What follows belongs to an exercise in optimizing a design on an open flow for small area; a production flow would make more cautious choices.
In this exercise RTL edits were held to simulation tests only and were not proved equivalent to the original.
Power figures rest on the tool's default switching activity, not on a simulated workload.

## flow/design.v (module list and top-level ports; edited modules follow where they fit)
// module current_filter: 1202 lines
// module cf_fa: 6 lines
// module cf_inv: 5 lines
// module cf_ha: 6 lines
module current_filter (pClk, pRst, pFilterIn, pFilterOut);
  // ...
==> flow/flow/run.sh <==
#!/bin/bash
# The standard layout (the standard.sh, all ORFS steps), with the port buffers that
# ORFS's buffer_ports inserts made of the smallest buffer cell instead of its default choice.
set -euo pipefail
bash standard.sh "BUFFER_PORTS_ARGS=-buffer_cell sky130_fd_sc_hd__buf_1" finish > standard.log 2>&1
==> flow/standard.sh <==
#!/bin/bash
# synth_recipe.tcl (not shown) runs the flow's synth.tcl, then flattens the netlist and writes it again
# the make line also repeats each setting of config.mk as NAME=value (left out here)
make -C /OpenROAD-flow-scripts/flow DESIGN_CONFIG=/design/flow/config.mk WORK_HOME=/design/flow/orfs CLKGATE_MAP_FILE= SYNTH_SCRIPT=/design/flow/synth_recipe.tcl "${@:-finish}"
==> flow/config.mk <==
export PLATFORM = sky130hd
export DESIGN_NAME = current_filter
export DESIGN_NICKNAME = current_filter
export VERILOG_FILES = /design/flow/design.v
export SDC_FILE = /design/flow/constraint.sdc
export NUM_CORES = 4
export LEC_CHECK = 0
export CAP_MARGIN = 20
export CORE_MARGIN = 2
export CORE_UTILIZATION = 80
export CTS_BUF_LIST = sky130_fd_sc_hd__clkbuf_4
export CTS_CLUSTER_DIAMETER = 50
export CTS_CLUSTER_SIZE = 8
export SLEW_MARGIN = 20
export SYNTH_HIERARCHICAL = 1
==> flow/constraint.sdc <==
create_clock -name core_clock -period 7.5 [get_ports {pClk}]
set_input_delay 1.5000 -clock core_clock [delete_from_list [all_inputs] [get_ports {pClk}]]
set_output_delay 1.5000 -clock core_clock [all_outputs]
set_load 0.01 [all_outputs]
==> notes.md, run 1 <==
invs w/o clock=77; # Taps=~380; run status=no timing/DRC/antenna violations; Synth Area in XOR/XNOR=less than 1%; Mapped Area=between 0.02 and 0.025 mm^2; Worst Hold Depth=1; Fin Hold WS=0.368 ns; Post-Route WL=roughly 45,000 um; CP dominant cell by count=fa_1; area share of the largest cell type after synthesis=roughly 44%; Filler Cell Count=approximately 1,400; number of remaining DRC errors=0; sw frac=40.5%; Placed Area=0.0235 mm^2; MaxCap Viol Count=0; share of power burned in registers=between 20% and 30%; Worst Slack Setup Final=approximately 1.3 ns; postcts setup bufs=0; unrepaired setup endpoints after global routing=no; Post-synth top flop=dfxtp_1; bufs w/o clock=38; Max IR drop VDD=about 0.43 mV; CTS tree=yes; simple-gate share of the synthesized area=approximately 10%; Hold/Removal Path Class=reg2reg; H-tree levels=3
==> run 2: changes to the inputs <==
==> flow/run.sh (new file) <==
#!/bin/bash
# synth_recipe.tcl (not shown) runs the flow's synth.tcl, then flattens the netlist and writes it again
# the make line also repeats each setting of config.mk as NAME=value (left out here)
make -C /OpenROAD-flow-scripts/flow DESIGN_CONFIG=/design/flow/config.mk WORK_HOME=/design/flow/orfs CLKGATE_MAP_FILE= SYNTH_SCRIPT=/design/flow/synth_recipe.tcl finish
--- a/flow/config.mk
+++ b/flow/config.mk
@@ -10,5 +10,5 @@
 export CORE_UTILIZATION = 80
-export CTS_BUF_LIST = sky130_fd_sc_hd__clkbuf_4
-export CTS_CLUSTER_DIAMETER = 50
-export CTS_CLUSTER_SIZE = 8
+export CTS_BUF_LIST = sky130_fd_sc_hd__clkbuf_8
+export CTS_CLUSTER_DIAMETER = 100
+export CTS_CLUSTER_SIZE = 16
 export SLEW_MARGIN = 20
removed: flow/flow/run.sh
removed: flow/standard.sh
==> run 2 against run 1 <==
Net effect:
- first-iteration DRC count increased by 9.3%
- global-route usage fell by 0.76 points
- hold slack worse by 0.034 ns
- critical path depth stayed put
- wire length shrank 4.0%
- largest cell class unchanged
- synthesized area did not move
- core utilization increased by 0.11 points
- cell area is 0.13% higher
- maximum frequency rose by 0.98%
- worst setup slack improved by 0.060 ns
- largest power group unchanged
- combinational power down 4.1%
==> notes.md, run 2 <==
unrepaired setup endpoints after global routing=no; Worst Max-Slew Pin Slew=0.841 ns; Hold/Removal Path Class=reg2reg; clk latency of the worst-skew pair=0.59 ns; Max Slew Vio Count=0; Buf/Inv on CP=0; most common cell in the synthesized netlist=fa_1; critical path class=reg2reg; Slowest-stage cell, CP=dfxtp_1; fmax=~160 MHz; Post-Route WL=42,800 um (-4.0%); grt total ovfl=0; CTS Sinks=462; core region area=0.0285 mm^2; Final Skew=0.0529 ns; Tcrit/Tclk final=roughly 80%; Die X=between 150 and 200 um; Post-synth top flop=dfxtp_1; antenna violations before repair=0; #FFs+latches synth=around 460; ANT cells=0; final net count=approximately 2,200; Seq. cell area=roughly 0.0092 mm^2; Syn Area/Cell=~14 um^2; CP Data Required Time=7.99 ns; most frequent cells in the layout=fa_1, dfxtp_1, and2_1; Critical Path End Type=flop; Synth Warn #=7; Slew headroom=a little over two fifths; fraction of registers with async set/reset=0%; setup violators final=0; largest net degree at the start of global routing=around 200; DP Wirelength=33,400 um; Synth area leader=fa_1; All-Layer GR Usage=31.8%; drt pass-1 iters=4; Initial Utilization=80.6%; post_cts resized=0; Mapped Area=0.0230 mm^2 (unchanged); DRT iter0 DRCs=634; CTS Root Cell=clkbuf_8; post-route insts no fill=slightly above 2,000; Fin. Hold Viols=0; most common library cell in the layout ignoring fill and taps=fa_1; number of remaining DRC errors=0 (unchanged); top flop regs=s: 32 flops, vm: 26 flops, wm: 26 flops; Post-Synthesis Cells=~1,600; Area growth syn-to-layout=5.15%; run status=no timing/DRC/antenna violations; Arrival @ worst endpoint=6.58 ns; CP dominant cell by count=fa_1; Post-DRT Antenna Nets=0; PwrDens=around 470 mW/mm^2; hold buffers post-CTS=0; vias=11,200; max FFs per register=32; CP Max Fanout=6; CTS buffer count=34; DR WL/cell=20.8 um; num rows=slightly above 60; dpl cells=between 2,000 and 2,500; Yosys cell types=20; area of the multi-input gates=0.0133 mm^2; Seq/Total Area, Yosys=40.2%; Crit path max-delay family=adder cells; # port buffers=33; Bufs on Longest Clock Path=3; Max IR drop VDD=0.432 mV (+1.2%); type of element launching the critical path=flop; number of global-route vias before repair=approximately 14,000; Die H=around 170 um; MaxCap Viol Count=0 (unchanged); Reg clk slew, reported paths=0.11 ns; Ports=34; setup tns final=0 ns; max incr delay on CP=~0.64 ns; largest reg by FF count=s; Commonest cells post-synth=fa_1, dfxtp_1, and2_1; synth top area cells=fa_1, dfxtp_1, and2_1; RD Place Congestion=0.926; area share of the largest cell type after synthesis=44.2% (unchanged); Die ar.=~0.030 mm^2; share of cells above drive strength 1=under 10%; Tmin final=roughly 6.1 ns; H-tree levels=2 (-1); CP cell instances=fa_1 > fa_1 > fa_1 > fa_1 > ha_1 > fa_1 > fa_1 > ha_1 > ha_1 > fa_1 > ha_1 > fa_1 > fa_1 > ha_1 > ha_1 > ha_1 > and2_1; Filler Cell Count=1,456 (+0.62%); first-pass GRT wire length=between 70,000 and 80,000 um; Post-synth EDFFs=0; drt via density=between 5 and 6; CTS tree=yes; Leak=about 9.3 nW; postcts setup bufs=0 (unchanged)
run 2: cell counts after synthesis:
No cell type changed its count.
run 2: cell families after synthesis:
logic type / share of synthesized area [%]
adders and majority gates: 46.6
and+or+nand+nor: 10.3
DFF: 40.2
buffers and inverters: 2.23
xor gates and xnor gates: 0.495
AOI/OAI and AO/OA: 0.152
other: 0.0163
run 2: Yosys stat by module, one instance, submodules excluded:
| module | area [um^2] | flops+latches |
|---|---|---|
| cf_ha | 12.5 | 0 |
| cf_fa | 20.0 | 0 |
| cf_inv | 3.75 | 0 |
| current_filter | 12300 | 462 |
run 2: final cells by class:
cell class / instances / area share (%)
Clock inverter: 1 / 0.0310
Tap cell: 384 / 1.99
Inverter: 77 / 1.20
Sequential cell: 462 / 38.2
Clock buffer: 36 / 2.05
Multi-Input combinational cell: 1064 / 55.0
Timing Repair Buffer: 36 / 1.51
run 2: through the flow:
step	utilization [%]	total power, W	area (um^2)	setup slack [ns]	hold WS (ns)
after CTS	84.8	0.0117	24200	1.36	0.346
after floorplan	-	0.00833	23100	1.69	0.351
after detailed placement	83.0	0.0104	23700	1.09	0.355
after global routing	84.8	0.0129	24200	1.20	0.370
final	84.8	0.0115	24200	1.41	0.333
after global placement	83.0	0.00987	23700	1.11	0.353
run 2: routing by layer:
layer | global-route usage (%) | wire length [um] | up-vias | part of all wire, %
li1 | - | - | 4936 | -
met4 | 13.7 | 2140 | 0 | 5.0
met1 | 39.6 | 15800 | 5933 | 37
met2 | 56.4 | 23100 | 251 | 54
met3 | 4.56 | 1720 | 119 | 4.0
met5 | 0 | 0 | - | 0
run 2: worst paths after layout:
check        startpoint  endpoint  slack [ns]  cells past startpoint
max             yv2[10]     s[31]        1.41                     17
min              r9[15]   r10[15]        0.33                      1
max reg2reg     yv2[10]     s[31]        1.41                     17
min reg2reg      r9[15]   r10[15]        0.33                      1
run 2: report_power, final:
| group | switching [W] | total (W) | leakage (nW) | internal, W |
|---|---|---|---|---|
| Combinational | 0.00347 | 0.00718 | 5.25 | 0.00372 |
| Sequential | 0.000310 | 0.00310 | 3.77 | 0.00279 |
| Clock | 0.000756 | 0.00119 | 0.259 | 0.000433 |

## port drivers added, routing unchanged
In the flow no input, the clock included, has a driving cell. The finished layouts below were timed again as built, in two steps.
Step 1 assumes that a clkbuf_16 drives the clock port and a buf_2 every other input.
Step 2, shift: input delay + t, output delay - t, t = (earliest + latest rising clock arrival at the registers) / 2. This alone moves slack from input paths to output paths.
Slacks: ideal ports / drivers / drivers and shift; pairs: ideal ports / drivers.
| run | t (ns) | setup WS [ns] | worst setup path after step 2 | latest minus earliest clock arrival (ns) |
|---|---|---|---|---|
| run 1 | 0.742 | 1.347 / 1.347 / 1.333 | input to register | 0.054 / 0.054 |
| run 2 | 0.615 | 1.406 / 1.406 / 1.119 | input to register | 0.053 / 0.053 |
After both steps every run listed still meets setup and hold. For run 2, which loses most, drivers alone change the setup slack by 0.000 ns; drivers and shift together by -0.287 ns.
